Context: an optimization exercise on an open-source flow, tuned for small area and a short achievable clock period. The choices shown serve that exercise and are no tape-out recipe.
In this exercise RTL edits were held to simulation tests only and were not proved equivalent to the original.
Power is estimated from default activity; no workload was simulated.

**run.sh**
```bash
#!/bin/bash
# synth_recipe.tcl (not shown) runs the flow's synth.tcl, then flattens the netlist and writes it again
# the make line also repeats each setting of config.mk as NAME=value (left out here)
make -C /OpenROAD-flow-scripts/flow DESIGN_CONFIG=/design/flow/config.mk WORK_HOME=/design/flow/orfs CLKGATE_MAP_FILE= SYNTH_SCRIPT=/design/flow/synth_recipe.tcl finish
```
**config.mk**
```make
export PLATFORM = sky130hd
export DESIGN_NAME = pipeline_sum
export DESIGN_NICKNAME = pipeline_sum
export VERILOG_FILES = /design/flow/design.v
export SDC_FILE = /design/flow/constraint.sdc
export NUM_CORES = 4
export LEC_CHECK = 0
export ABC_AREA = 1
export CAP_MARGIN = 20
export CORE_MARGIN = 2
export CORE_UTILIZATION = 65
export SLEW_MARGIN = 20
```
**constraint.sdc**
```tcl
create_clock -name core_clock -period 36.0 [get_ports {clk}]
set_input_delay 7.2000 -clock core_clock [delete_from_list [all_inputs] [get_ports {clk}]]
set_output_delay 7.2000 -clock core_clock [all_outputs]
set_load 0.01 [all_outputs]
```
**design.v**
```verilog
module pipeline_sum (
    input clk,
    input [15:0] a, b,
    output [31:0] r
);
  wire [0:0] s0_r15_t = a[15:15];
  wire s0_r15_hz = ~(|b[15:1]);
  wire [1:0] s0_r15_bo;
  assign s0_r15_bo[0] = 1'b0;
  assign s0_r15_bo[1] = (s0_r15_t[0] ^ b[0]) ? b[0] : s0_r15_bo[0];
  wire s0_r15_q = s0_r15_hz & ~s0_r15_bo[1];
  wire [0:0] s0_r15_d;
  assign s0_r15_d[0] = s0_r15_t[0] ^ (s0_r15_q & (b[0] ^ s0_r15_bo[0]));
  wire [15:0] s0_r15_ra = {s0_r15_d, a[14:0]};
  wire [1:0] s0_r14_t = s0_r15_ra[15:14];
  wire s0_r14_hz = ~(|b[15:2]);
  wire [2:0] s0_r14_bo;
  assign s0_r14_bo[0] = 1'b0;
  assign s0_r14_bo[1] = (s0_r14_t[0] ^ b[0]) ? b[0] : s0_r14_bo[0];
  assign s0_r14_bo[2] = (s0_r14_t[1] ^ b[1]) ? b[1] : s0_r14_bo[1];
  wire s0_r14_q = s0_r14_hz & ~s0_r14_bo[2];
  wire [1:0] s0_r14_d;
  assign s0_r14_d[0] = s0_r14_t[0] ^ (s0_r14_q & (b[0] ^ s0_r14_bo[0]));
  assign s0_r14_d[1] = s0_r14_t[1] ^ (s0_r14_q & (b[1] ^ s0_r14_bo[1]));
  wire [15:0] s0_r14_ra = {s0_r14_d, s0_r15_ra[13:0]};
  wire [2:0] s0_r13_t = s0_r14_ra[15:13];
  wire s0_r13_hz = ~(|b[15:3]);
  wire [3:0] s0_r13_bo;
  assign s0_r13_bo[0] = 1'b0;
  assign s0_r13_bo[1] = (s0_r13_t[0] ^ b[0]) ? b[0] : s0_r13_bo[0];
  assign s0_r13_bo[2] = (s0_r13_t[1] ^ b[1]) ? b[1] : s0_r13_bo[1];
  assign s0_r13_bo[3] = (s0_r13_t[2] ^ b[2]) ? b[2] : s0_r13_bo[2];
  wire s0_r13_q = s0_r13_hz & ~s0_r13_bo[3];
  wire [2:0] s0_r13_d;
  assign s0_r13_d[0] = s0_r13_t[0] ^ (s0_r13_q & (b[0] ^ s0_r13_bo[0]));
  assign s0_r13_d[1] = s0_r13_t[1] ^ (s0_r13_q & (b[1] ^ s0_r13_bo[1]));
  assign s0_r13_d[2] = s0_r13_t[2] ^ (s0_r13_q & (b[2] ^ s0_r13_bo[2]));
  wire [15:0] s0_r13_ra = {s0_r13_d, s0_r14_ra[12:0]};
  reg [15:0] ra_c1;
  reg [15:0] bb_c1;
  reg [2:0] ah_c1;
  reg q15_c1;
  reg q14_c1;
  reg q13_c1;
  always_ff @(posedge clk) begin
    ra_c1 <= s0_r13_ra;
    bb_c1 <= b;
    ah_c1 <= a[15:13];
    q15_c1 <= s0_r15_q;
    q14_c1 <= s0_r14_q;
    q13_c1 <= s0_r13_q;
  end
  wire [3:0] s1_r12_t = ra_c1[15:12];
  wire s1_r12_hz = ~(|bb_c1[15:4]);
  wire [4:0] s1_r12_bo;
  assign s1_r12_bo[0] = 1'b0;
  assign s1_r12_bo[1] = (s1_r12_t[0] ^ bb_c1[0]) ? bb_c1[0] : s1_r12_bo[0];
  assign s1_r12_bo[2] = (s1_r12_t[1] ^ bb_c1[1]) ? bb_c1[1] : s1_r12_bo[1];
  assign s1_r12_bo[3] = (s1_r12_t[2] ^ bb_c1[2]) ? bb_c1[2] : s1_r12_bo[2];
  assign s1_r12_bo[4] = (s1_r12_t[3] ^ bb_c1[3]) ? bb_c1[3] : s1_r12_bo[3];
  wire s1_r12_q = s1_r12_hz & ~s1_r12_bo[4];
  wire [3:0] s1_r12_d;
  assign s1_r12_d[0] = s1_r12_t[0] ^ (s1_r12_q & (bb_c1[0] ^ s1_r12_bo[0]));
  assign s1_r12_d[1] = s1_r12_t[1] ^ (s1_r12_q & (bb_c1[1] ^ s1_r12_bo[1]));
  assign s1_r12_d[2] = s1_r12_t[2] ^ (s1_r12_q & (bb_c1[2] ^ s1_r12_bo[2]));
  assign s1_r12_d[3] = s1_r12_t[3] ^ (s1_r12_q & (bb_c1[3] ^ s1_r12_bo[3]));
  wire [15:0] s1_r12_ra = {s1_r12_d, ra_c1[11:0]};
  wire [4:0] s1_r11_t = s1_r12_ra[15:11];
  wire s1_r11_hz = ~(|bb_c1[15:5]);
  wire [5:0] s1_r11_bo;
  assign s1_r11_bo[0] = 1'b0;
  assign s1_r11_bo[1] = (s1_r11_t[0] ^ bb_c1[0]) ? bb_c1[0] : s1_r11_bo[0];
  assign s1_r11_bo[2] = (s1_r11_t[1] ^ bb_c1[1]) ? bb_c1[1] : s1_r11_bo[1];
  assign s1_r11_bo[3] = (s1_r11_t[2] ^ bb_c1[2]) ? bb_c1[2] : s1_r11_bo[2];
  assign s1_r11_bo[4] = (s1_r11_t[3] ^ bb_c1[3]) ? bb_c1[3] : s1_r11_bo[3];
  assign s1_r11_bo[5] = (s1_r11_t[4] ^ bb_c1[4]) ? bb_c1[4] : s1_r11_bo[4];
  wire s1_r11_q = s1_r11_hz & ~s1_r11_bo[5];
  wire [4:0] s1_r11_d;
  assign s1_r11_d[0] = s1_r11_t[0] ^ (s1_r11_q & (bb_c1[0] ^ s1_r11_bo[0]));
  assign s1_r11_d[1] = s1_r11_t[1] ^ (s1_r11_q & (bb_c1[1] ^ s1_r11_bo[1]));
  assign s1_r11_d[2] = s1_r11_t[2] ^ (s1_r11_q & (bb_c1[2] ^ s1_r11_bo[2]));
  assign s1_r11_d[3] = s1_r11_t[3] ^ (s1_r11_q & (bb_c1[3] ^ s1_r11_bo[3]));
  assign s1_r11_d[4] = s1_r11_t[4] ^ (s1_r11_q & (bb_c1[4] ^ s1_r11_bo[4]));
  wire [15:0] s1_r11_ra = {s1_r11_d, s1_r12_ra[10:0]};
  wire [5:0] s1_r10_t = s1_r11_ra[15:10];
  wire s1_r10_hz = ~(|bb_c1[15:6]);
  wire [6:0] s1_r10_bo;
  assign s1_r10_bo[0] = 1'b0;
  assign s1_r10_bo[1] = (s1_r10_t[0] ^ bb_c1[0]) ? bb_c1[0] : s1_r10_bo[0];
  assign s1_r10_bo[2] = (s1_r10_t[1] ^ bb_c1[1]) ? bb_c1[1] : s1_r10_bo[1];
  assign s1_r10_bo[3] = (s1_r10_t[2] ^ bb_c1[2]) ? bb_c1[2] : s1_r10_bo[2];
  assign s1_r10_bo[4] = (s1_r10_t[3] ^ bb_c1[3]) ? bb_c1[3] : s1_r10_bo[3];
  assign s1_r10_bo[5] = (s1_r10_t[4] ^ bb_c1[4]) ? bb_c1[4] : s1_r10_bo[4];
  assign s1_r10_bo[6] = (s1_r10_t[5] ^ bb_c1[5]) ? bb_c1[5] : s1_r10_bo[5];
  wire s1_r10_q = s1_r10_hz & ~s1_r10_bo[6];
  wire [5:0] s1_r10_d;
  assign s1_r10_d[0] = s1_r10_t[0] ^ (s1_r10_q & (bb_c1[0] ^ s1_r10_bo[0]));
  assign s1_r10_d[1] = s1_r10_t[1] ^ (s1_r10_q & (bb_c1[1] ^ s1_r10_bo[1]));
  assign s1_r10_d[2] = s1_r10_t[2] ^ (s1_r10_q & (bb_c1[2] ^ s1_r10_bo[2]));
  assign s1_r10_d[3] = s1_r10_t[3] ^ (s1_r10_q & (bb_c1[3] ^ s1_r10_bo[3]));
  assign s1_r10_d[4] = s1_r10_t[4] ^ (s1_r10_q & (bb_c1[4] ^ s1_r10_bo[4]));
  assign s1_r10_d[5] = s1_r10_t[5] ^ (s1_r10_q & (bb_c1[5] ^ s1_r10_bo[5]));
  wire [15:0] s1_r10_ra = {s1_r10_d, s1_r11_ra[9:0]};
  wire [6:0] s1_r9_t = s1_r10_ra[15:9];
  wire s1_r9_hz = ~(|bb_c1[15:7]);
  wire [7:0] s1_r9_bo;
  assign s1_r9_bo[0] = 1'b0;
  assign s1_r9_bo[1] = (s1_r9_t[0] ^ bb_c1[0]) ? bb_c1[0] : s1_r9_bo[0];
  assign s1_r9_bo[2] = (s1_r9_t[1] ^ bb_c1[1]) ? bb_c1[1] : s1_r9_bo[1];
  assign s1_r9_bo[3] = (s1_r9_t[2] ^ bb_c1[2]) ? bb_c1[2] : s1_r9_bo[2];
  assign s1_r9_bo[4] = (s1_r9_t[3] ^ bb_c1[3]) ? bb_c1[3] : s1_r9_bo[3];
  assign s1_r9_bo[5] = (s1_r9_t[4] ^ bb_c1[4]) ? bb_c1[4] : s1_r9_bo[4];
  assign s1_r9_bo[6] = (s1_r9_t[5] ^ bb_c1[5]) ? bb_c1[5] : s1_r9_bo[5];
  assign s1_r9_bo[7] = (s1_r9_t[6] ^ bb_c1[6]) ? bb_c1[6] : s1_r9_bo[6];
  wire s1_r9_q = s1_r9_hz & ~s1_r9_bo[7];
  wire [6:0] s1_r9_d;
  assign s1_r9_d[0] = s1_r9_t[0] ^ (s1_r9_q & (bb_c1[0] ^ s1_r9_bo[0]));
  assign s1_r9_d[1] = s1_r9_t[1] ^ (s1_r9_q & (bb_c1[1] ^ s1_r9_bo[1]));
  assign s1_r9_d[2] = s1_r9_t[2] ^ (s1_r9_q & (bb_c1[2] ^ s1_r9_bo[2]));
  assign s1_r9_d[3] = s1_r9_t[3] ^ (s1_r9_q & (bb_c1[3] ^ s1_r9_bo[3]));
  assign s1_r9_d[4] = s1_r9_t[4] ^ (s1_r9_q & (bb_c1[4] ^ s1_r9_bo[4]));
  assign s1_r9_d[5] = s1_r9_t[5] ^ (s1_r9_q & (bb_c1[5] ^ s1_r9_bo[5]));
  assign s1_r9_d[6] = s1_r9_t[6] ^ (s1_r9_q & (bb_c1[6] ^ s1_r9_bo[6]));
  wire [15:0] s1_r9_ra = {s1_r9_d, s1_r10_ra[8:0]};
  wire [7:0] s1_r8_t = s1_r9_ra[15:8];
  wire s1_r8_hz = ~(|bb_c1[15:8]);
  wire [8:0] s1_r8_bo;
  assign s1_r8_bo[0] = 1'b0;
  assign s1_r8_bo[1] = (s1_r8_t[0] ^ bb_c1[0]) ? bb_c1[0] : s1_r8_bo[0];
  assign s1_r8_bo[2] = (s1_r8_t[1] ^ bb_c1[1]) ? bb_c1[1] : s1_r8_bo[1];
  assign s1_r8_bo[3] = (s1_r8_t[2] ^ bb_c1[2]) ? bb_c1[2] : s1_r8_bo[2];
  assign s1_r8_bo[4] = (s1_r8_t[3] ^ bb_c1[3]) ? bb_c1[3] : s1_r8_bo[3];
  assign s1_r8_bo[5] = (s1_r8_t[4] ^ bb_c1[4]) ? bb_c1[4] : s1_r8_bo[4];
  assign s1_r8_bo[6] = (s1_r8_t[5] ^ bb_c1[5]) ? bb_c1[5] : s1_r8_bo[5];
  assign s1_r8_bo[7] = (s1_r8_t[6] ^ bb_c1[6]) ? bb_c1[6] : s1_r8_bo[6];
  assign s1_r8_bo[8] = (s1_r8_t[7] ^ bb_c1[7]) ? bb_c1[7] : s1_r8_bo[7];
  wire s1_r8_q = s1_r8_hz & ~s1_r8_bo[8];
  wire [7:0] s1_r8_d;
  assign s1_r8_d[0] = s1_r8_t[0] ^ (s1_r8_q & (bb_c1[0] ^ s1_r8_bo[0]));
  assign s1_r8_d[1] = s1_r8_t[1] ^ (s1_r8_q & (bb_c1[1] ^ s1_r8_bo[1]));
  assign s1_r8_d[2] = s1_r8_t[2] ^ (s1_r8_q & (bb_c1[2] ^ s1_r8_bo[2]));
  assign s1_r8_d[3] = s1_r8_t[3] ^ (s1_r8_q & (bb_c1[3] ^ s1_r8_bo[3]));
  assign s1_r8_d[4] = s1_r8_t[4] ^ (s1_r8_q & (bb_c1[4] ^ s1_r8_bo[4]));
  assign s1_r8_d[5] = s1_r8_t[5] ^ (s1_r8_q & (bb_c1[5] ^ s1_r8_bo[5]));
  assign s1_r8_d[6] = s1_r8_t[6] ^ (s1_r8_q & (bb_c1[6] ^ s1_r8_bo[6]));
  assign s1_r8_d[7] = s1_r8_t[7] ^ (s1_r8_q & (bb_c1[7] ^ s1_r8_bo[7]));
  wire [15:0] s1_r8_ra = {s1_r8_d, s1_r9_ra[7:0]};
  wire [8:0] s1_r7_t = s1_r8_ra[15:7];
  wire s1_r7_hz = ~(|bb_c1[15:9]);
  wire [9:0] s1_r7_bo;
  assign s1_r7_bo[0] = 1'b0;
  assign s1_r7_bo[1] = (s1_r7_t[0] ^ bb_c1[0]) ? bb_c1[0] : s1_r7_bo[0];
  assign s1_r7_bo[2] = (s1_r7_t[1] ^ bb_c1[1]) ? bb_c1[1] : s1_r7_bo[1];
  assign s1_r7_bo[3] = (s1_r7_t[2] ^ bb_c1[2]) ? bb_c1[2] : s1_r7_bo[2];
  assign s1_r7_bo[4] = (s1_r7_t[3] ^ bb_c1[3]) ? bb_c1[3] : s1_r7_bo[3];
  assign s1_r7_bo[5] = (s1_r7_t[4] ^ bb_c1[4]) ? bb_c1[4] : s1_r7_bo[4];
  assign s1_r7_bo[6] = (s1_r7_t[5] ^ bb_c1[5]) ? bb_c1[5] : s1_r7_bo[5];
  assign s1_r7_bo[7] = (s1_r7_t[6] ^ bb_c1[6]) ? bb_c1[6] : s1_r7_bo[6];
  assign s1_r7_bo[8] = (s1_r7_t[7] ^ bb_c1[7]) ? bb_c1[7] : s1_r7_bo[7];
  assign s1_r7_bo[9] = (s1_r7_t[8] ^ bb_c1[8]) ? bb_c1[8] : s1_r7_bo[8];
  wire s1_r7_q = s1_r7_hz & ~s1_r7_bo[9];
  wire [8:0] s1_r7_d;
  assign s1_r7_d[0] = s1_r7_t[0] ^ (s1_r7_q & (bb_c1[0] ^ s1_r7_bo[0]));
  assign s1_r7_d[1] = s1_r7_t[1] ^ (s1_r7_q & (bb_c1[1] ^ s1_r7_bo[1]));
  assign s1_r7_d[2] = s1_r7_t[2] ^ (s1_r7_q & (bb_c1[2] ^ s1_r7_bo[2]));
  assign s1_r7_d[3] = s1_r7_t[3] ^ (s1_r7_q & (bb_c1[3] ^ s1_r7_bo[3]));
  assign s1_r7_d[4] = s1_r7_t[4] ^ (s1_r7_q & (bb_c1[4] ^ s1_r7_bo[4]));
  assign s1_r7_d[5] = s1_r7_t[5] ^ (s1_r7_q & (bb_c1[5] ^ s1_r7_bo[5]));
  assign s1_r7_d[6] = s1_r7_t[6] ^ (s1_r7_q & (bb_c1[6] ^ s1_r7_bo[6]));
  assign s1_r7_d[7] = s1_r7_t[7] ^ (s1_r7_q & (bb_c1[7] ^ s1_r7_bo[7]));
  assign s1_r7_d[8] = s1_r7_t[8] ^ (s1_r7_q & (bb_c1[8] ^ s1_r7_bo[8]));
  wire [15:0] s1_r7_ra = {s1_r7_d, s1_r8_ra[6:0]};
  wire [9:0] s1_r6_t = s1_r7_ra[15:6];
  wire s1_r6_hz = ~(|bb_c1[15:10]);
  wire [10:0] s1_r6_bo;
  assign s1_r6_bo[0] = 1'b0;
  assign s1_r6_bo[1] = (s1_r6_t[0] ^ bb_c1[0]) ? bb_c1[0] : s1_r6_bo[0];
  assign s1_r6_bo[2] = (s1_r6_t[1] ^ bb_c1[1]) ? bb_c1[1] : s1_r6_bo[1];
  assign s1_r6_bo[3] = (s1_r6_t[2] ^ bb_c1[2]) ? bb_c1[2] : s1_r6_bo[2];
  assign s1_r6_bo[4] = (s1_r6_t[3] ^ bb_c1[3]) ? bb_c1[3] : s1_r6_bo[3];
  assign s1_r6_bo[5] = (s1_r6_t[4] ^ bb_c1[4]) ? bb_c1[4] : s1_r6_bo[4];
  assign s1_r6_bo[6] = (s1_r6_t[5] ^ bb_c1[5]) ? bb_c1[5] : s1_r6_bo[5];
  assign s1_r6_bo[7] = (s1_r6_t[6] ^ bb_c1[6]) ? bb_c1[6] : s1_r6_bo[6];
  assign s1_r6_bo[8] = (s1_r6_t[7] ^ bb_c1[7]) ? bb_c1[7] : s1_r6_bo[7];
  assign s1_r6_bo[9] = (s1_r6_t[8] ^ bb_c1[8]) ? bb_c1[8] : s1_r6_bo[8];
  assign s1_r6_bo[10] = (s1_r6_t[9] ^ bb_c1[9]) ? bb_c1[9] : s1_r6_bo[9];
  wire s1_r6_q = s1_r6_hz & ~s1_r6_bo[10];
  wire [9:0] s1_r6_d;
  assign s1_r6_d[0] = s1_r6_t[0] ^ (s1_r6_q & (bb_c1[0] ^ s1_r6_bo[0]));
  assign s1_r6_d[1] = s1_r6_t[1] ^ (s1_r6_q & (bb_c1[1] ^ s1_r6_bo[1]));
  assign s1_r6_d[2] = s1_r6_t[2] ^ (s1_r6_q & (bb_c1[2] ^ s1_r6_bo[2]));
  assign s1_r6_d[3] = s1_r6_t[3] ^ (s1_r6_q & (bb_c1[3] ^ s1_r6_bo[3]));
  assign s1_r6_d[4] = s1_r6_t[4] ^ (s1_r6_q & (bb_c1[4] ^ s1_r6_bo[4]));
  assign s1_r6_d[5] = s1_r6_t[5] ^ (s1_r6_q & (bb_c1[5] ^ s1_r6_bo[5]));
  assign s1_r6_d[6] = s1_r6_t[6] ^ (s1_r6_q & (bb_c1[6] ^ s1_r6_bo[6]));
  assign s1_r6_d[7] = s1_r6_t[7] ^ (s1_r6_q & (bb_c1[7] ^ s1_r6_bo[7]));
  assign s1_r6_d[8] = s1_r6_t[8] ^ (s1_r6_q & (bb_c1[8] ^ s1_r6_bo[8]));
  assign s1_r6_d[9] = s1_r6_t[9] ^ (s1_r6_q & (bb_c1[9] ^ s1_r6_bo[9]));
  wire [15:0] s1_r6_ra = {s1_r6_d, s1_r7_ra[5:0]};
  reg [15:0] ra_c2;
  reg [15:0] bb_c2;
  reg [9:0] ah_c2;
  reg q15_c2;
  reg q14_c2;
  reg q13_c2;
  reg q12_c2;
  reg q11_c2;
  reg q10_c2;
  reg q9_c2;
  reg q8_c2;
  reg q7_c2;
  reg q6_c2;
  always_ff @(posedge clk) begin
    ra_c2 <= s1_r6_ra;
    bb_c2 <= bb_c1;
    ah_c2 <= {ah_c1, ra_c1[12:6]};
    q15_c2 <= q15_c1;
    q14_c2 <= q14_c1;
    q13_c2 <= q13_c1;
    q12_c2 <= s1_r12_q;
    q11_c2 <= s1_r11_q;
    q10_c2 <= s1_r10_q;
    q9_c2 <= s1_r9_q;
    q8_c2 <= s1_r8_q;
    q7_c2 <= s1_r7_q;
    q6_c2 <= s1_r6_q;
  end
  wire [15:0] xa = {ah_c2, ra_c2[5:0]};
  wire [15:0] sh = (bb_c2[15:4] == 12'd0) ? (xa << bb_c2[3:0]) : 16'd0;
  wire [17:0] xs = {2'b0, xa | bb_c2} + {2'b0, xa ^ bb_c2} + {2'b0, sh};
  wire [17:0] ym2 = xs + {1'b0, 1'b0, q15_c2, q14_c2, q13_c2, q12_c2, q11_c2, q10_c2, q9_c2, q8_c2, q7_c2, q6_c2, 1'b0, 1'b0, 1'b0, 1'b0, 1'b0, 1'b0};
  wire [10:0] s2_r5_t = ra_c2[15:5];
  wire s2_r5_hz = ~(|bb_c2[15:11]);
  wire [11:0] s2_r5_bo;
  assign s2_r5_bo[0] = 1'b0;
  assign s2_r5_bo[1] = (s2_r5_t[0] ^ bb_c2[0]) ? bb_c2[0] : s2_r5_bo[0];
  assign s2_r5_bo[2] = (s2_r5_t[1] ^ bb_c2[1]) ? bb_c2[1] : s2_r5_bo[1];
  assign s2_r5_bo[3] = (s2_r5_t[2] ^ bb_c2[2]) ? bb_c2[2] : s2_r5_bo[2];
  assign s2_r5_bo[4] = (s2_r5_t[3] ^ bb_c2[3]) ? bb_c2[3] : s2_r5_bo[3];
  assign s2_r5_bo[5] = (s2_r5_t[4] ^ bb_c2[4]) ? bb_c2[4] : s2_r5_bo[4];
  assign s2_r5_bo[6] = (s2_r5_t[5] ^ bb_c2[5]) ? bb_c2[5] : s2_r5_bo[5];
  assign s2_r5_bo[7] = (s2_r5_t[6] ^ bb_c2[6]) ? bb_c2[6] : s2_r5_bo[6];
  assign s2_r5_bo[8] = (s2_r5_t[7] ^ bb_c2[7]) ? bb_c2[7] : s2_r5_bo[7];
  assign s2_r5_bo[9] = (s2_r5_t[8] ^ bb_c2[8]) ? bb_c2[8] : s2_r5_bo[8];
  assign s2_r5_bo[10] = (s2_r5_t[9] ^ bb_c2[9]) ? bb_c2[9] : s2_r5_bo[9];
  assign s2_r5_bo[11] = (s2_r5_t[10] ^ bb_c2[10]) ? bb_c2[10] : s2_r5_bo[10];
  wire s2_r5_q = s2_r5_hz & ~s2_r5_bo[11];
  wire [10:0] s2_r5_d;
  assign s2_r5_d[0] = s2_r5_t[0] ^ (s2_r5_q & (bb_c2[0] ^ s2_r5_bo[0]));
  assign s2_r5_d[1] = s2_r5_t[1] ^ (s2_r5_q & (bb_c2[1] ^ s2_r5_bo[1]));
  assign s2_r5_d[2] = s2_r5_t[2] ^ (s2_r5_q & (bb_c2[2] ^ s2_r5_bo[2]));
  assign s2_r5_d[3] = s2_r5_t[3] ^ (s2_r5_q & (bb_c2[3] ^ s2_r5_bo[3]));
  assign s2_r5_d[4] = s2_r5_t[4] ^ (s2_r5_q & (bb_c2[4] ^ s2_r5_bo[4]));
  assign s2_r5_d[5] = s2_r5_t[5] ^ (s2_r5_q & (bb_c2[5] ^ s2_r5_bo[5]));
  assign s2_r5_d[6] = s2_r5_t[6] ^ (s2_r5_q & (bb_c2[6] ^ s2_r5_bo[6]));
  assign s2_r5_d[7] = s2_r5_t[7] ^ (s2_r5_q & (bb_c2[7] ^ s2_r5_bo[7]));
  assign s2_r5_d[8] = s2_r5_t[8] ^ (s2_r5_q & (bb_c2[8] ^ s2_r5_bo[8]));
  assign s2_r5_d[9] = s2_r5_t[9] ^ (s2_r5_q & (bb_c2[9] ^ s2_r5_bo[9]));
  assign s2_r5_d[10] = s2_r5_t[10] ^ (s2_r5_q & (bb_c2[10] ^ s2_r5_bo[10]));
  wire [15:0] s2_r5_ra = {s2_r5_d, ra_c2[4:0]};
  wire [11:0] s2_r4_t = s2_r5_ra[15:4];
  wire s2_r4_hz = ~(|bb_c2[15:12]);
  wire [12:0] s2_r4_bo;
  assign s2_r4_bo[0] = 1'b0;
  assign s2_r4_bo[1] = (s2_r4_t[0] ^ bb_c2[0]) ? bb_c2[0] : s2_r4_bo[0];
  assign s2_r4_bo[2] = (s2_r4_t[1] ^ bb_c2[1]) ? bb_c2[1] : s2_r4_bo[1];
  assign s2_r4_bo[3] = (s2_r4_t[2] ^ bb_c2[2]) ? bb_c2[2] : s2_r4_bo[2];
  assign s2_r4_bo[4] = (s2_r4_t[3] ^ bb_c2[3]) ? bb_c2[3] : s2_r4_bo[3];
  assign s2_r4_bo[5] = (s2_r4_t[4] ^ bb_c2[4]) ? bb_c2[4] : s2_r4_bo[4];
  assign s2_r4_bo[6] = (s2_r4_t[5] ^ bb_c2[5]) ? bb_c2[5] : s2_r4_bo[5];
  assign s2_r4_bo[7] = (s2_r4_t[6] ^ bb_c2[6]) ? bb_c2[6] : s2_r4_bo[6];
  assign s2_r4_bo[8] = (s2_r4_t[7] ^ bb_c2[7]) ? bb_c2[7] : s2_r4_bo[7];
  assign s2_r4_bo[9] = (s2_r4_t[8] ^ bb_c2[8]) ? bb_c2[8] : s2_r4_bo[8];
  assign s2_r4_bo[10] = (s2_r4_t[9] ^ bb_c2[9]) ? bb_c2[9] : s2_r4_bo[9];
  assign s2_r4_bo[11] = (s2_r4_t[10] ^ bb_c2[10]) ? bb_c2[10] : s2_r4_bo[10];
  assign s2_r4_bo[12] = (s2_r4_t[11] ^ bb_c2[11]) ? bb_c2[11] : s2_r4_bo[11];
  wire s2_r4_q = s2_r4_hz & ~s2_r4_bo[12];
  wire [11:0] s2_r4_d;
  assign s2_r4_d[0] = s2_r4_t[0] ^ (s2_r4_q & (bb_c2[0] ^ s2_r4_bo[0]));
  assign s2_r4_d[1] = s2_r4_t[1] ^ (s2_r4_q & (bb_c2[1] ^ s2_r4_bo[1]));
  assign s2_r4_d[2] = s2_r4_t[2] ^ (s2_r4_q & (bb_c2[2] ^ s2_r4_bo[2]));
  assign s2_r4_d[3] = s2_r4_t[3] ^ (s2_r4_q & (bb_c2[3] ^ s2_r4_bo[3]));
  assign s2_r4_d[4] = s2_r4_t[4] ^ (s2_r4_q & (bb_c2[4] ^ s2_r4_bo[4]));
  assign s2_r4_d[5] = s2_r4_t[5] ^ (s2_r4_q & (bb_c2[5] ^ s2_r4_bo[5]));
  assign s2_r4_d[6] = s2_r4_t[6] ^ (s2_r4_q & (bb_c2[6] ^ s2_r4_bo[6]));
  assign s2_r4_d[7] = s2_r4_t[7] ^ (s2_r4_q & (bb_c2[7] ^ s2_r4_bo[7]));
  assign s2_r4_d[8] = s2_r4_t[8] ^ (s2_r4_q & (bb_c2[8] ^ s2_r4_bo[8]));
  assign s2_r4_d[9] = s2_r4_t[9] ^ (s2_r4_q & (bb_c2[9] ^ s2_r4_bo[9]));
  assign s2_r4_d[10] = s2_r4_t[10] ^ (s2_r4_q & (bb_c2[10] ^ s2_r4_bo[10]));
  assign s2_r4_d[11] = s2_r4_t[11] ^ (s2_r4_q & (bb_c2[11] ^ s2_r4_bo[11]));
  wire [15:0] s2_r4_ra = {s2_r4_d, s2_r5_ra[3:0]};
  wire [12:0] s2_r3_t = s2_r4_ra[15:3];
  wire s2_r3_hz = ~(|bb_c2[15:13]);
  wire [13:0] s2_r3_bo;
  assign s2_r3_bo[0] = 1'b0;
  assign s2_r3_bo[1] = (s2_r3_t[0] ^ bb_c2[0]) ? bb_c2[0] : s2_r3_bo[0];
  assign s2_r3_bo[2] = (s2_r3_t[1] ^ bb_c2[1]) ? bb_c2[1] : s2_r3_bo[1];
  assign s2_r3_bo[3] = (s2_r3_t[2] ^ bb_c2[2]) ? bb_c2[2] : s2_r3_bo[2];
  assign s2_r3_bo[4] = (s2_r3_t[3] ^ bb_c2[3]) ? bb_c2[3] : s2_r3_bo[3];
  assign s2_r3_bo[5] = (s2_r3_t[4] ^ bb_c2[4]) ? bb_c2[4] : s2_r3_bo[4];
  assign s2_r3_bo[6] = (s2_r3_t[5] ^ bb_c2[5]) ? bb_c2[5] : s2_r3_bo[5];
  assign s2_r3_bo[7] = (s2_r3_t[6] ^ bb_c2[6]) ? bb_c2[6] : s2_r3_bo[6];
  assign s2_r3_bo[8] = (s2_r3_t[7] ^ bb_c2[7]) ? bb_c2[7] : s2_r3_bo[7];
  assign s2_r3_bo[9] = (s2_r3_t[8] ^ bb_c2[8]) ? bb_c2[8] : s2_r3_bo[8];
  assign s2_r3_bo[10] = (s2_r3_t[9] ^ bb_c2[9]) ? bb_c2[9] : s2_r3_bo[9];
  assign s2_r3_bo[11] = (s2_r3_t[10] ^ bb_c2[10]) ? bb_c2[10] : s2_r3_bo[10];
  assign s2_r3_bo[12] = (s2_r3_t[11] ^ bb_c2[11]) ? bb_c2[11] : s2_r3_bo[11];
  assign s2_r3_bo[13] = (s2_r3_t[12] ^ bb_c2[12]) ? bb_c2[12] : s2_r3_bo[12];
  wire s2_r3_q = s2_r3_hz & ~s2_r3_bo[13];
  wire [12:0] s2_r3_d;
  assign s2_r3_d[0] = s2_r3_t[0] ^ (s2_r3_q & (bb_c2[0] ^ s2_r3_bo[0]));
  assign s2_r3_d[1] = s2_r3_t[1] ^ (s2_r3_q & (bb_c2[1] ^ s2_r3_bo[1]));
  assign s2_r3_d[2] = s2_r3_t[2] ^ (s2_r3_q & (bb_c2[2] ^ s2_r3_bo[2]));
  assign s2_r3_d[3] = s2_r3_t[3] ^ (s2_r3_q & (bb_c2[3] ^ s2_r3_bo[3]));
  assign s2_r3_d[4] = s2_r3_t[4] ^ (s2_r3_q & (bb_c2[4] ^ s2_r3_bo[4]));
  assign s2_r3_d[5] = s2_r3_t[5] ^ (s2_r3_q & (bb_c2[5] ^ s2_r3_bo[5]));
  assign s2_r3_d[6] = s2_r3_t[6] ^ (s2_r3_q & (bb_c2[6] ^ s2_r3_bo[6]));
  assign s2_r3_d[7] = s2_r3_t[7] ^ (s2_r3_q & (bb_c2[7] ^ s2_r3_bo[7]));
  assign s2_r3_d[8] = s2_r3_t[8] ^ (s2_r3_q & (bb_c2[8] ^ s2_r3_bo[8]));
  assign s2_r3_d[9] = s2_r3_t[9] ^ (s2_r3_q & (bb_c2[9] ^ s2_r3_bo[9]));
  assign s2_r3_d[10] = s2_r3_t[10] ^ (s2_r3_q & (bb_c2[10] ^ s2_r3_bo[10]));
  assign s2_r3_d[11] = s2_r3_t[11] ^ (s2_r3_q & (bb_c2[11] ^ s2_r3_bo[11]));
  assign s2_r3_d[12] = s2_r3_t[12] ^ (s2_r3_q & (bb_c2[12] ^ s2_r3_bo[12]));
  wire [15:0] s2_r3_ra = {s2_r3_d, s2_r4_ra[2:0]};
  wire [13:0] s2_r2_t = s2_r3_ra[15:2];
  wire s2_r2_hz = ~(|bb_c2[15:14]);
  wire [14:0] s2_r2_bo;
  assign s2_r2_bo[0] = 1'b0;
  assign s2_r2_bo[1] = (s2_r2_t[0] ^ bb_c2[0]) ? bb_c2[0] : s2_r2_bo[0];
  assign s2_r2_bo[2] = (s2_r2_t[1] ^ bb_c2[1]) ? bb_c2[1] : s2_r2_bo[1];
  assign s2_r2_bo[3] = (s2_r2_t[2] ^ bb_c2[2]) ? bb_c2[2] : s2_r2_bo[2];
  assign s2_r2_bo[4] = (s2_r2_t[3] ^ bb_c2[3]) ? bb_c2[3] : s2_r2_bo[3];
  assign s2_r2_bo[5] = (s2_r2_t[4] ^ bb_c2[4]) ? bb_c2[4] : s2_r2_bo[4];
  assign s2_r2_bo[6] = (s2_r2_t[5] ^ bb_c2[5]) ? bb_c2[5] : s2_r2_bo[5];
  assign s2_r2_bo[7] = (s2_r2_t[6] ^ bb_c2[6]) ? bb_c2[6] : s2_r2_bo[6];
  assign s2_r2_bo[8] = (s2_r2_t[7] ^ bb_c2[7]) ? bb_c2[7] : s2_r2_bo[7];
  assign s2_r2_bo[9] = (s2_r2_t[8] ^ bb_c2[8]) ? bb_c2[8] : s2_r2_bo[8];
  assign s2_r2_bo[10] = (s2_r2_t[9] ^ bb_c2[9]) ? bb_c2[9] : s2_r2_bo[9];
  assign s2_r2_bo[11] = (s2_r2_t[10] ^ bb_c2[10]) ? bb_c2[10] : s2_r2_bo[10];
  assign s2_r2_bo[12] = (s2_r2_t[11] ^ bb_c2[11]) ? bb_c2[11] : s2_r2_bo[11];
  assign s2_r2_bo[13] = (s2_r2_t[12] ^ bb_c2[12]) ? bb_c2[12] : s2_r2_bo[12];
  assign s2_r2_bo[14] = (s2_r2_t[13] ^ bb_c2[13]) ? bb_c2[13] : s2_r2_bo[13];
  wire s2_r2_q = s2_r2_hz & ~s2_r2_bo[14];
  wire [13:0] s2_r2_d;
  assign s2_r2_d[0] = s2_r2_t[0] ^ (s2_r2_q & (bb_c2[0] ^ s2_r2_bo[0]));
  assign s2_r2_d[1] = s2_r2_t[1] ^ (s2_r2_q & (bb_c2[1] ^ s2_r2_bo[1]));
  assign s2_r2_d[2] = s2_r2_t[2] ^ (s2_r2_q & (bb_c2[2] ^ s2_r2_bo[2]));
  assign s2_r2_d[3] = s2_r2_t[3] ^ (s2_r2_q & (bb_c2[3] ^ s2_r2_bo[3]));
  assign s2_r2_d[4] = s2_r2_t[4] ^ (s2_r2_q & (bb_c2[4] ^ s2_r2_bo[4]));
  assign s2_r2_d[5] = s2_r2_t[5] ^ (s2_r2_q & (bb_c2[5] ^ s2_r2_bo[5]));
  assign s2_r2_d[6] = s2_r2_t[6] ^ (s2_r2_q & (bb_c2[6] ^ s2_r2_bo[6]));
  assign s2_r2_d[7] = s2_r2_t[7] ^ (s2_r2_q & (bb_c2[7] ^ s2_r2_bo[7]));
  assign s2_r2_d[8] = s2_r2_t[8] ^ (s2_r2_q & (bb_c2[8] ^ s2_r2_bo[8]));
  assign s2_r2_d[9] = s2_r2_t[9] ^ (s2_r2_q & (bb_c2[9] ^ s2_r2_bo[9]));
  assign s2_r2_d[10] = s2_r2_t[10] ^ (s2_r2_q & (bb_c2[10] ^ s2_r2_bo[10]));
  assign s2_r2_d[11] = s2_r2_t[11] ^ (s2_r2_q & (bb_c2[11] ^ s2_r2_bo[11]));
  assign s2_r2_d[12] = s2_r2_t[12] ^ (s2_r2_q & (bb_c2[12] ^ s2_r2_bo[12]));
  assign s2_r2_d[13] = s2_r2_t[13] ^ (s2_r2_q & (bb_c2[13] ^ s2_r2_bo[13]));
  wire [15:0] s2_r2_ra = {s2_r2_d, s2_r3_ra[1:0]};
  wire [14:0] s2_r1_t = s2_r2_ra[15:1];
  wire s2_r1_hz = ~(|bb_c2[15:15]);
  wire [15:0] s2_r1_bo;
  assign s2_r1_bo[0] = 1'b0;
  assign s2_r1_bo[1] = (s2_r1_t[0] ^ bb_c2[0]) ? bb_c2[0] : s2_r1_bo[0];
  assign s2_r1_bo[2] = (s2_r1_t[1] ^ bb_c2[1]) ? bb_c2[1] : s2_r1_bo[1];
  assign s2_r1_bo[3] = (s2_r1_t[2] ^ bb_c2[2]) ? bb_c2[2] : s2_r1_bo[2];
  assign s2_r1_bo[4] = (s2_r1_t[3] ^ bb_c2[3]) ? bb_c2[3] : s2_r1_bo[3];
  assign s2_r1_bo[5] = (s2_r1_t[4] ^ bb_c2[4]) ? bb_c2[4] : s2_r1_bo[4];
  assign s2_r1_bo[6] = (s2_r1_t[5] ^ bb_c2[5]) ? bb_c2[5] : s2_r1_bo[5];
  assign s2_r1_bo[7] = (s2_r1_t[6] ^ bb_c2[6]) ? bb_c2[6] : s2_r1_bo[6];
  assign s2_r1_bo[8] = (s2_r1_t[7] ^ bb_c2[7]) ? bb_c2[7] : s2_r1_bo[7];
  assign s2_r1_bo[9] = (s2_r1_t[8] ^ bb_c2[8]) ? bb_c2[8] : s2_r1_bo[8];
  assign s2_r1_bo[10] = (s2_r1_t[9] ^ bb_c2[9]) ? bb_c2[9] : s2_r1_bo[9];
  assign s2_r1_bo[11] = (s2_r1_t[10] ^ bb_c2[10]) ? bb_c2[10] : s2_r1_bo[10];
  assign s2_r1_bo[12] = (s2_r1_t[11] ^ bb_c2[11]) ? bb_c2[11] : s2_r1_bo[11];
  assign s2_r1_bo[13] = (s2_r1_t[12] ^ bb_c2[12]) ? bb_c2[12] : s2_r1_bo[12];
  assign s2_r1_bo[14] = (s2_r1_t[13] ^ bb_c2[13]) ? bb_c2[13] : s2_r1_bo[13];
  assign s2_r1_bo[15] = (s2_r1_t[14] ^ bb_c2[14]) ? bb_c2[14] : s2_r1_bo[14];
  wire s2_r1_q = s2_r1_hz & ~s2_r1_bo[15];
  wire [14:0] s2_r1_d;
  assign s2_r1_d[0] = s2_r1_t[0] ^ (s2_r1_q & (bb_c2[0] ^ s2_r1_bo[0]));
  assign s2_r1_d[1] = s2_r1_t[1] ^ (s2_r1_q & (bb_c2[1] ^ s2_r1_bo[1]));
  assign s2_r1_d[2] = s2_r1_t[2] ^ (s2_r1_q & (bb_c2[2] ^ s2_r1_bo[2]));
  assign s2_r1_d[3] = s2_r1_t[3] ^ (s2_r1_q & (bb_c2[3] ^ s2_r1_bo[3]));
  assign s2_r1_d[4] = s2_r1_t[4] ^ (s2_r1_q & (bb_c2[4] ^ s2_r1_bo[4]));
  assign s2_r1_d[5] = s2_r1_t[5] ^ (s2_r1_q & (bb_c2[5] ^ s2_r1_bo[5]));
  assign s2_r1_d[6] = s2_r1_t[6] ^ (s2_r1_q & (bb_c2[6] ^ s2_r1_bo[6]));
  assign s2_r1_d[7] = s2_r1_t[7] ^ (s2_r1_q & (bb_c2[7] ^ s2_r1_bo[7]));
  assign s2_r1_d[8] = s2_r1_t[8] ^ (s2_r1_q & (bb_c2[8] ^ s2_r1_bo[8]));
  assign s2_r1_d[9] = s2_r1_t[9] ^ (s2_r1_q & (bb_c2[9] ^ s2_r1_bo[9]));
  assign s2_r1_d[10] = s2_r1_t[10] ^ (s2_r1_q & (bb_c2[10] ^ s2_r1_bo[10]));
  assign s2_r1_d[11] = s2_r1_t[11] ^ (s2_r1_q & (bb_c2[11] ^ s2_r1_bo[11]));
  assign s2_r1_d[12] = s2_r1_t[12] ^ (s2_r1_q & (bb_c2[12] ^ s2_r1_bo[12]));
  assign s2_r1_d[13] = s2_r1_t[13] ^ (s2_r1_q & (bb_c2[13] ^ s2_r1_bo[13]));
  assign s2_r1_d[14] = s2_r1_t[14] ^ (s2_r1_q & (bb_c2[14] ^ s2_r1_bo[14]));
  wire [15:0] s2_r1_ra = {s2_r1_d, s2_r2_ra[0:0]};
  wire [15:0] s2_r0_t = s2_r1_ra[15:0];
  wire s2_r0_hz = 1'b1;
  wire [16:0] s2_r0_bo;
  assign s2_r0_bo[0] = 1'b0;
  assign s2_r0_bo[1] = (s2_r0_t[0] ^ bb_c2[0]) ? bb_c2[0] : s2_r0_bo[0];
  assign s2_r0_bo[2] = (s2_r0_t[1] ^ bb_c2[1]) ? bb_c2[1] : s2_r0_bo[1];
  assign s2_r0_bo[3] = (s2_r0_t[2] ^ bb_c2[2]) ? bb_c2[2] : s2_r0_bo[2];
  assign s2_r0_bo[4] = (s2_r0_t[3] ^ bb_c2[3]) ? bb_c2[3] : s2_r0_bo[3];
  assign s2_r0_bo[5] = (s2_r0_t[4] ^ bb_c2[4]) ? bb_c2[4] : s2_r0_bo[4];
  assign s2_r0_bo[6] = (s2_r0_t[5] ^ bb_c2[5]) ? bb_c2[5] : s2_r0_bo[5];
  assign s2_r0_bo[7] = (s2_r0_t[6] ^ bb_c2[6]) ? bb_c2[6] : s2_r0_bo[6];
  assign s2_r0_bo[8] = (s2_r0_t[7] ^ bb_c2[7]) ? bb_c2[7] : s2_r0_bo[7];
  assign s2_r0_bo[9] = (s2_r0_t[8] ^ bb_c2[8]) ? bb_c2[8] : s2_r0_bo[8];
  assign s2_r0_bo[10] = (s2_r0_t[9] ^ bb_c2[9]) ? bb_c2[9] : s2_r0_bo[9];
  assign s2_r0_bo[11] = (s2_r0_t[10] ^ bb_c2[10]) ? bb_c2[10] : s2_r0_bo[10];
  assign s2_r0_bo[12] = (s2_r0_t[11] ^ bb_c2[11]) ? bb_c2[11] : s2_r0_bo[11];
  assign s2_r0_bo[13] = (s2_r0_t[12] ^ bb_c2[12]) ? bb_c2[12] : s2_r0_bo[12];
  assign s2_r0_bo[14] = (s2_r0_t[13] ^ bb_c2[13]) ? bb_c2[13] : s2_r0_bo[13];
  assign s2_r0_bo[15] = (s2_r0_t[14] ^ bb_c2[14]) ? bb_c2[14] : s2_r0_bo[14];
  assign s2_r0_bo[16] = (s2_r0_t[15] ^ bb_c2[15]) ? bb_c2[15] : s2_r0_bo[15];
  wire s2_r0_q = s2_r0_hz & ~s2_r0_bo[16];
  reg [17:0] y_c3;
  reg q5_c3;
  reg q4_c3;
  reg q3_c3;
  reg q2_c3;
  reg q1_c3;
  reg q0_c3;
  always_ff @(posedge clk) begin
    y_c3 <= ym2;
    q5_c3 <= s2_r5_q;
    q4_c3 <= s2_r4_q;
    q3_c3 <= s2_r3_q;
    q2_c3 <= s2_r2_q;
    q1_c3 <= s2_r1_q;
    q0_c3 <= s2_r0_q;
  end
  wire [17:0] rsum = y_c3 + {1'b0, 1'b0, 1'b0, 1'b0, 1'b0, 1'b0, 1'b0, 1'b0, 1'b0, 1'b0, 1'b0, 1'b0, q5_c3, q4_c3, q3_c3, q2_c3, q1_c3, q0_c3};
  assign r = {14'd0, rsum};
endmodule
```
==> results of run 1 <==
worst max-delay path: cells and delay by family, from the launching register on:
kind                      cells  cell delay (ns)
AOI/OAI and AO/OA             1             0.14
DFF                           1             0.92
xor gates and xnor gates      2             0.44
and+or+nand+nor              95             8.70
buffers and inverters         7             1.17
per-layer routing:
layer / global-route usage / part of all wire
met5: 0 / 0
met4: 0.126 / 0.036
met3: 0.0586 / 0.046
met2: 0.512 / 0.49
met1: 0.347 / 0.43
cell usage after synthesis (2+ instances only):
master,number
a32oi_1,2
nor2_2,2
clkbuf_4,2
o22ai_1,3
a21oi_4,3
clkbuf_1,11
or2_2,8
nand4_1,19
o21bai_1,4
nand2_1,484
ha_1,44
a21oi_2,2
xnor2_1,28
inv_2,17
nand3b_1,7
inv_1,274
a31oi_1,8
buf_2,8
nor2_1,84
a21oi_1,36
o21ai_2,4
o21ai_1,7
buf_4,16
o211ai_1,2
a21boi_4,2
clkinv_1,6
dfxtp_1,114
buf_6,20
fa_1,27
xnor3_1,3
nand3_1,159
nand2_2,33
o21ai_0,49
or2_1,2
a21o_1,2
nand3_2,16
nand2_4,6
xor2_1,123
nor3_1,7
layout by cell type (no fill, tap or decap), drive strengths merged, types with 18 or more instances in the layout:
cell type / count
clkdlybuf4s50: 50
dfxtp: 114
ha: 44
nand4: 19
a21oi: 41
nor2: 87
nand2: 523
o21ai: 60
fa: 27
nand3: 175
xor2: 124
clkbuf: 18
inv: 298
xnor2: 29
final cells by class:
type,instances,area [µm²],area share
multi-input cells,1204,7070,0.596
flip-flops and latches,114,2280,0.192
inverters,297,1110,0.0939
repair buffers,52,515,0.0434
clock buffers,18,439,0.0370
well taps,220,275,0.0232
clock inverters,14,169,0.0142
per-stage QoR:
stage	power, µW	utilization	hold WS [ns]	std cells
2_1_floorplan	287	-	0.310	1673
3_3_place_gp	332	0.684	0.310	1887
3_5_place_dp	336	0.684	0.312	1887
4_1_cts	511	0.721	0.325	1919
5_1_grt	542	0.721	0.329	1919
6_report	508	0.721	0.326	1919
sequential cells by signal, summed over array words and instances (netlist names), 3 cells and up:
| register | count |
|---|---|
| ah_c1 | 3 |
| bb_c1 | 16 |
| ra_c2 | 16 |
| ra_c1 | 16 |
| ah_c2 | 10 |
| bb_c2 | 16 |
| y_c3 | 18 |
how the worst max path moves through the flow:
stage | from | endpoint | slack (ns) | cells after the start
6_report | bb_c2[2] | q0_c3 | 24.50 | 105
3_3_place_gp | bb_c2[2] | q0_c3 | 24.90 | 105
4_1_cts | bb_c2[2] | q0_c3 | 24.58 | 105
5_1_grt | bb_c2[2] | q0_c3 | 22.76 | 108
2_1_floorplan | y_c3[0] | r[16] | 26.51 | 13
3_5_place_dp | bb_c2[2] | q0_c3 | 24.62 | 105
where the power goes:
part | internal [µW] | total (µW) | switching [µW]
sequential | 141 | 155 | 14.0
clock | 106 | 174 | 67.9
combinational | 77.6 | 179 | 101
logic make-up after synthesis:
kind of cell | after synthesis
compound gates | 130
buf+inv | 355
xor+xnor | 156
fa+ha+maj | 72
flops | 114
other cells | 1
mux | 1
simple gates | 831
==> summary.md, run 1 <==
| Metric | Value |
|---|---|
| Final instance area | 11900 µm² |
| Buffers on Ports | 50 |
| Synth top area share | 0.210 |
| CP max stage cell | dfxtp_1 |
| Starting Density | 0.660 |
| Synth warnings | 1 |
| Clk buf depth | 2 |
| Post-synth EDFFs | 0 |
| # hold bufs at CTS | 0 |
| Die ar. | 17800 µm² |
| CTS tree | built |
| Hold Path End | ra_c2[0] |
| FF-to-FF End | q0_c3 |
| Clock-pin slew on the worst setup and hold paths | 0.06 ns |
| Largest family of logic cells by synthesized area | simple AND/OR/NAND/NOR gates |
| Clock sinks | 114 |
| Std cell rows | 47 |
| Placer Congestion | 0.920 |
| Reg2Reg Setup Slack | 24.50 ns |
| Setup ws final | 24.50 ns |
| Final setup fails | 0 |
| Post-synthesis simple-gate area fraction | 0.338 |
| CP max stage delay | 0.92 ns |
| Total setup buffers inserted after CTS | 0 |
| Register area share after synthesis | 0.210 |
| Worst reg-to-reg path cell count | 105 |
| Vias in the first global route | 9174 |
| Via/cell ratio | 5.13 |
| First DRT Iteration DRCs | 639 |
| Synth Register Bits | 114 |
| PD cells | 42.8 nW/µm² |
| Reg-to-Reg Start | bb_c2[2] |
| Detailed Routing Iterations Pass 1 | 5 |
| Crit-path max FO | 29 |
| Worst slew pin tran | 0.920 ns |
| Chip Width | 133 µm |
| Yosys cell types | 55 |
| Final ANT Viol Nets | 0 |
| Final wirelength | 25100 µm |
| WP data required | 36.32 ns |
| Critical path arrival | 11.82 ns |
| WL per Instance | 13.1 µm |
| Total track usage | 0.292 |
| WS Path Type | reg -> reg |
| Global-route wire length before repair | 41900 µm |
| DP Worst Slack | 24.62 ns |
| Outcome | timing/DRC/antenna clean |
| Post-Syn Area per Cell | 6.55 µm² |
| Number of remaining DRC errors | 0 |
| Post-Route Setup TNS | 0 ns |
| Hold Path Cell Cnt | 0 |
| Tmin final | 11.50 ns |
| Grt ovf | 0 |
| Hold Path Class | reg -> reg |
| Fill count | 1396 |
| Biggest area consumer among synthesized cells | dfxtp_1 |
| Most Frequent Cell on Critical Path | nand2_1 |
| Hpwl dp | 19900 µm |
| Initial antenna violation count | 0 |
| Area delta synth->final | 9.16% |
| Final period util | 0.319 |
| Post-Synth Adder-Cell Area | 0.101 |
| RSZ-0062 raised after global routing | no |
| CTS resizes | 0 |
| Total CTS buffers | 17 |
| Layout cells sized above 1 | 0.0795 |
| Number of max-cap violations | 0 |
| Ys flop type | dfxtp_1 |
| Largest net degree at the start of global routing | 30 |
| Mux cell area share after synthesis | 0.000921 |
| Largest cells by area after synthesis | dfxtp_1 21%, nand2_1 17%, xor2_1 9.9% |
| Post-Synth XOR/XNOR Area | 0.131 |
| Pins Over Slew Limit | 0 |
| Post-synthesis compound-gate area fraction | 0.0740 |
| CP endpoint kind | register |
| Clk root buf | clkbuf_16 |
| DR vias | 9841 |
| Fmax | 87.0 MHz |
| Final nets | 1790 |
| HP Start | ra_c1[0] |
| Worst vdd ir | 38.2 µV |
| Async SR Flop Fraction | 0 |
| Chip height | 133 µm |
| Leakage | 0.00623 µW |
| Core ar. | 16500 µm² |
| Final hold vios | 0 |
| Worst clock skew | 0.0102 ns |
| H-tree depth | 4 |
| DP Area | 11300 µm² |
| Mapped cell area | 10900 µm² |
| Crit path launch type | register |
| Io pins | 65 |
| Worst rel slew slack | 0.386 |
| Syn Inst Count | 1660 |
| Clock latency on the worst-skew pair | 0.42 ns |
| Antenna Cells | 0 |
==> run 2: changes to the inputs <==
--- a/config.mk
+++ b/config.mk
@@ -10,3 +10,3 @@
 export CORE_MARGIN = 2
-export CORE_UTILIZATION = 65
+export CORE_UTILIZATION = 40
 export SLEW_MARGIN = 20
==> run 2 against run 1 <==
  * Global-route usage down 10 points
  * Critical path type unchanged
  * Via count is 2.0% lower
  * Count of clock-buffer cells in the layout is 1 lower
  * Sequential power barely moved
  * Critical path depth fell by 3
  * Utilization shrank 27 points
  * Largest cell class unchanged
  * Maximum frequency increased by 3.9%
  * Sequential share of layout area is 0.19 points lower
==> summary.md, run 2 <==
| Metric | Value |
|---|---|
| Crit-path max FO | 24 |
| DR vias | 9640 |
| Buffers on Ports | 50 |
| First DRT Iteration DRCs | 563 |
| Worst reg-to-reg path cell count | 102 |
| Sw Pwr | 183 µW |
| CTS resizes | 0 |
| Synth cell count leaders | 484 x nand2_1, 274 x inv_1, 159 x nand3_1 |
| Via/cell ratio | 4.73 |
| Clk root buf | clkbuf_16 |
| Int Power | 316 µW |
| CTS tree | built |
| Clock latency on the worst-skew pair | 0.43 ns |
| Number of max-cap violations | 0 |
| Syn Inst Count | 1660 |
| Worst clock skew | 0.0144 ns |
| Async SR Flop Fraction | 0 |
| Hold Path Class | reg -> reg |
| Final period util | 0.307 |
| Most frequent cell after synthesis | nand2_1 |
| Clock sinks | 114 |
| Total CTS buffers | 17 |
| WP data required | 36.31 ns |
| CP max stage cell | dfxtp_1 |
| WS Path Type | reg -> reg |
| Initial antenna violation count | 0 |
| Pins Over Slew Limit | 0 |
| Largest net degree at the start of global routing | 29 |
| Worst rel slew slack | 0.431 |
| Grt ovf | 0 |
| Global-route wire length before repair | 43300 µm |
| Most Frequent Cell on Critical Path | nand2_1 |
| Mapped cell area | 10900 µm² |
| Number of remaining DRC errors | 0 |
| Logic pwr share | 0.355 |
| Clock network power share | 0.334 |
| Net Sw Frac | 0.367 |
| Chip height | 169 µm |
| Die ar. | 28500 µm² |
| Yosys cell types | 55 |
| Worst vdd ir | 33.3 µV |
| RSZ-0062 raised after global routing | no |
| Largest cells by area after synthesis | dfxtp_1 21%, nand2_1 17%, xor2_1 9.9% |
| Biggest area consumer among synthesized cells | dfxtp_1 |
| Ys flop type | dfxtp_1 |
| Final nets | 1790 |
| Total setup buffers inserted after CTS | 0 |
| Clock-pin slew on the worst setup and hold paths | 0.06 ns |
| Critical path arrival | 11.37 ns |
| Leakage | 0.00621 µW |
| Tmin final | 11.06 ns |
| Part of the power in registers | 0.311 |
| CP max stage delay | 0.87 ns |
| Max FFs per register | 18 |
| Final ANT Viol Nets | 0 |
| Vias in the first global route | 9121 |
| Crit path launch type | register |
| Post-Syn Area per Cell | 6.55 µm² |
| Largest Register | y_c3 |
| Fmax | 90.4 MHz |
| Synth warnings | 1 |
| CP endpoint kind | register |
| # hold bufs at CTS | 0 |
| Final instance area | 12000 µm² |
| Total track usage | 0.188 |
| Starting Density | 0.406 |
| Area delta synth->final | 10.3% |
| Hpwl dp | 20800 µm |
| Fill count | 2793 |
| Hold Path Cell Cnt | 0 |
| Synth top area share | 0.210 |
| Detailed Routing Iterations Pass 1 | 6 |
| Outcome | timing/DRC/antenna clean |
| DP Area | 11400 µm² |
| Layout cells sized above 1 | 0.0795 |
| Final hold vios | 0 |
| Io pins | 65 |
| Synth Register Bits | 114 |
| Std cell rows | 60 |
| Placer Congestion | 0.891 |
| Clk buf depth | 2 |
| Post-route total power | 499 µW |
| Antenna Cells | 0 |
| Final wirelength | 25700 µm |
| WL per Instance | 12.6 µm |
| Post-synth EDFFs | 0 |
| Commonest non-fill, non-tap cell in the layout | nand2_1 |
| Worst slew pin tran | 0.853 ns |
| Register area share after synthesis | 0.210 |
| Most frequent cells in the layout | 484 x nand2_1, 274 x inv_1, 159 x nand3_1, 123 x xor2_1, 114 x dfxtp_1 |
| Core ar. | 26800 µm² |
| H-tree depth | 4 |
| Final setup fails | 0 |
| PD cells | 41.6 nW/µm² |
| Post-Route Setup TNS | 0 ns |
| Chip Width | 169 µm |
run 2: cell counts after synthesis:
No cell type changed its count.
run 2: logic make-up (layout without fill, tap and decap cells):
family / count (synthesis) / count (layout) / synth area share
AO/OA/AOI/OAI: 130 / 130 / 0.0740
buffers and inverters: 355 / 381 / 0.144
multiplexers: 1 / 1 / 0.000921
adder cells (fa/ha/maj): 72 / 72 / 0.101
XOR/XNOR: 156 / 156 / 0.131
other: 1 / 14 / 0.000345
AND/OR/NAND/NOR: 831 / 831 / 0.338
flip-flops: 114 / 114 / 0.210
run 2: per-stage QoR:
stage | instances | utilization | setup slack [ns] | hold slack [ns]
3_3_place_gp | 2008 | 0.426 | 25.16 | 0.312
5_1_grt | 2040 | 0.447 | 23.09 | 0.336
6_report | 2040 | 0.447 | 24.94 | 0.326
4_1_cts | 2040 | 0.447 | 24.90 | 0.327
2_1_floorplan | 1673 | - | 26.51 | 0.310
3_5_place_dp | 2008 | 0.426 | 24.96 | 0.312
run 2: per-layer routing:
metal	global-route usage	wire length (µm)
met5	0	0
met4	0.0675	709
met3	0.0276	888
met2	0.324	12200
met1	0.238	12000
run 2: path summary, 6_finish.rpt:
kind            start  slack, ns  endpoint
max          bb_c2[1]      24.94     q0_c3
max reg2reg  bb_c2[1]      24.94     q0_c3
min reg2reg  ra_c1[5]       0.33  ra_c2[5]
min          ra_c1[5]       0.33  ra_c2[5]
run 2: final cells by class:
class	instances	area (µm²)	area share
inverter	297	1110	0.0930
clock inverter	15	151	0.0126
clock buffer	17	425	0.0355
sequential	114	2280	0.190
tap	341	427	0.0356
multi-input combinational	1204	7070	0.590
timing repair buffer	52	515	0.0430
run 2: worst max-delay path, delay by kind of cell (launching register included):
kind | cells | cell delay, ns
and+or+nand+nor | 87 | 7.79
xor gates and xnor gates | 4 | 0.84
AOI/OAI and AO/OA | 3 | 0.54
DFF | 1 | 0.87
buffers and inverters | 8 | 0.88
run 2: power by group through the flow:
stage | Sequential [µW] | Combinational [µW] | Clock, µW
2_1_floorplan | 151 | 136 | 0
3_3_place_gp | 158 | 177 | 0
3_5_place_dp | 158 | 179 | 0
4_1_cts | 155 | 180 | 171
5_1_grt | 157 | 203 | 177
6_report | 155 | 177 | 167
==> run 3: changes to the inputs <==
--- a/config.mk
+++ b/config.mk
@@ -10,3 +10,4 @@
 export CORE_MARGIN = 2
-export CORE_UTILIZATION = 40
+export CORE_UTILIZATION = 55
+export CTS_BUF_LIST = sky130_fd_sc_hd__clkbuf_8
 export SLEW_MARGIN = 20
==> run 3 against run 2 <==
  * Still clean
  * Sequential power hardly changed
  * Utilization is 16 points higher
  * Worst hold slack better by 0.0052 ns
  * Total power is 8.5% lower
  * Synthesized area stayed put
  * Global-route usage increased by 7.2 points
  * Sequential share of layout area up 0.43 points
  * Clock skew about the same
  * Non-clock buffer count is 2 higher
  * Critical path type unchanged
  * Highest routed layer unchanged
==> summary.md, run 3 <==
| Metric | Value |
|---|---|
| Final nets | 1792 |
| Worst clock skew | 0.0143 ns |
| Via/cell ratio | 4.95 |
| Largest cells by area after synthesis | dfxtp_1 21%, nand2_1 17%, xor2_1 9.9% |
| Vias in the first global route | 9032 |
| # hold bufs at CTS | 0 |
| Register area share after synthesis | 0.210 |
| Final wirelength | 25800 µm |
| Max FFs per register | 18 |
| Buffers on Ports | 50 |
| Antenna Cells | 0 |
| Pins Over Slew Limit | 0 |
| Number of max-cap violations | 0 |
| Chip height | 145 µm |
| Largest Register | y_c3 |
| Net Sw Frac | 0.395 |
| Total CTS buffers | 17 |
| Synth warnings | 1 |
| Final ANT Viol Nets | 0 |
| Grt ovf | 0 |
| Crit-path max FO | 14 |
| CP max stage cell | dfxtp_1 |
| Clock latency on the worst-skew pair | 0.46 ns |
| Number of remaining DRC errors | 0 |
| WS Path Type | reg -> reg |
| Outcome | timing/DRC/antenna clean |
| Worst slew pin tran | 0.750 ns |
| Most frequent cells in the layout | 484 x nand2_1, 274 x inv_1, 159 x nand3_1, 123 x xor2_1, 114 x dfxtp_1 |
| RSZ-0062 raised after global routing | no |
| Chip Width | 145 µm |
| Worst rel slew slack | 0.499 |
| Critical path arrival | 11.37 ns |
| Final instance area | 11700 µm² |
| Fin cells | 1966 |
| PD cells | 39.0 nW/µm² |
| H-tree depth | 4 |
| Leakage | 0.00614 µW |
| CP max stage delay | 0.77 ns |
| Logic pwr share | 0.392 |
| Total setup buffers inserted after CTS | 0 |
| Layout cells sized above 1 | 0.0805 |
| WL per Instance | 13.1 µm |
| Fmax | 90.8 MHz |
| Clock sinks | 114 |
| Most Frequent Cell on Critical Path | nand2_1 |
| Post-synth EDFFs | 0 |
| Largest net degree at the start of global routing | 29 |
| Core ar. | 19400 µm² |
| WP data required | 36.36 ns |
| Placer Congestion | 0.932 |
| Part of the power in registers | 0.338 |
| Ys flop type | dfxtp_1 |
| Post-Route Setup TNS | 0 ns |
| CP endpoint kind | register |
| Most frequent cell after synthesis | nand2_1 |
| CTS resizes | 0 |
| Mapped cell area | 10900 µm² |
| Clk root buf | clkbuf_8 |
| Starting Density | 0.560 |
| Async SR Flop Fraction | 0 |
| Worst path bufs/invs | 7 |
| Biggest area consumer among synthesized cells | dfxtp_1 |
| Detailed Routing Iterations Pass 1 | 5 |
| Hpwl dp | 20800 µm |
| Std cell rows | 51 |
| Worst vdd ir | 24.1 µV |
| Clock network power share | 0.271 |
| Clock-pin slew on the worst setup and hold paths | 0.08 ns |
| Synth top area share | 0.210 |
| Area delta synth->final | 7.84% |
| Initial antenna violation count | 0 |
| DP Area | 11300 µm² |
| Hold Path Class | reg -> reg |
| Crit path launch type | register |
| Global-route wire length before repair | 42600 µm |
| Synth cell count leaders | 484 x nand2_1, 274 x inv_1, 159 x nand3_1 |
| Int Power | 276 µW |
| Final period util | 0.306 |
| Die ar. | 20900 µm² |
| Synth Register Bits | 114 |
| Cell Count Post-Placement | 1934 |
| Clk buf depth | 2 |
| Sw Pwr | 181 µW |
| CTS tree | built |
| Tmin final | 11.01 ns |
| DR vias | 9731 |
| Final setup fails | 0 |
| Io pins | 65 |
| First DRT Iteration DRCs | 344 |
| CP top delay family | simple AND/OR/NAND/NOR gates |
| Commonest non-fill, non-tap cell in the layout | nand2_1 |
| Yosys cell types | 55 |
| Post-route total power | 457 µW |
| Total track usage | 0.260 |
| Post-Syn Area per Cell | 6.55 µm² |
| Syn Inst Count | 1660 |
| Final hold vios | 0 |
run 3: cell families after synthesis:
logic type                 count (synthesis)  share of synthesized area
adders and majority gates                 72                      0.101
muxes                                      1                   0.000921
other                                      1                   0.000345
xor gates and xnor gates                 156                      0.131
DFF                                      114                      0.210
AOI/OAI and AO/OA                        130                     0.0740
and+or+nand+nor                          831                      0.338
buffers and inverters                    355                      0.144
run 3: layout make-up:
type / count / area, µm²
Multi-Input combinational cell: 1204 / 7070
Inverter: 297 / 1110
Tap cell: 265 / 332
Fill cell: 1980 / 7670
Clock buffer: 17 / 234
Timing Repair Buffer: 54 / 531
Sequential cell: 114 / 2280
Clock inverter: 15 / 159
run 3: final timing paths:
path,from,end,slack (ns),cells after the start
min,ra_c1[1],ra_c2[1],0.33,0
max,bb_c2[3],q0_c3,24.99,105
max reg2reg,bb_c2[3],q0_c3,24.99,105
min reg2reg,ra_c1[1],ra_c2[1],0.33,0
run 3: worst reg2reg max path: cells and delay by family (launching register included):
family,cells,cell delay [ns]
DFF,1,0.77
and+or+nand+nor,97,9.03
xor gates and xnor gates,1,0.31
buffers and inverters,7,0.86
run 3: power groups by stage:
stage	registers, µW	logic, µW	clock network [µW]
5_1_grt	156	203	132
3_3_place_gp	157	177	0
4_1_cts	154	180	127
2_1_floorplan	151	136	0
3_5_place_dp	157	180	0
6_report	154	179	124
run 3: metal layers:
metal  track usage  part of all wire
met1         0.326              0.46
met2         0.459              0.49
met3        0.0328             0.031
met4        0.0899             0.023
met5             0                 0
run 3: stage by stage:
step	util	worst slack (ns)	hold slack (ns)
after global placement	0.584	25.04	0.311
after floorplan	-	26.51	0.310
after CTS	0.604	24.90	0.332
final	0.604	24.99	0.331
after detailed placement	0.584	24.94	0.312
after global routing	0.604	23.25	0.339

==> separate check: timing with driven ports <==
The results above use ideal ports. As a check the final layouts listed here were re-extracted and re-timed, cells and wires unchanged.
Step 1: set_driving_cell puts a clkbuf_16 on clk and a buf_2 on each other input, an assumption about the parent block.
Step 2 moves the port delays by t, midway between the first and last clock arrival at a register: inputs arrive t later, outputs are due t later. That takes back most of the time a late clock gives input paths.
Slacks: ideal ports / drivers / drivers and shift; pairs: ideal ports / drivers.
run	t (ns)	setup WS [ns]	worst register clock-pin slew, ns	worst data-port slew with drivers (ns)	pins driven straight from the clock port
run 1	0.467	24.500 / 24.500 / 24.500	0.06 / 0.06	0.04	1
run 2	0.469	24.937 / 24.937 / 24.937	0.06 / 0.06	0.03	1
run 3	0.494	24.986 / 24.986 / 24.986	0.09 / 0.09	0.04	1
After both steps setup and hold are still met in every run listed.
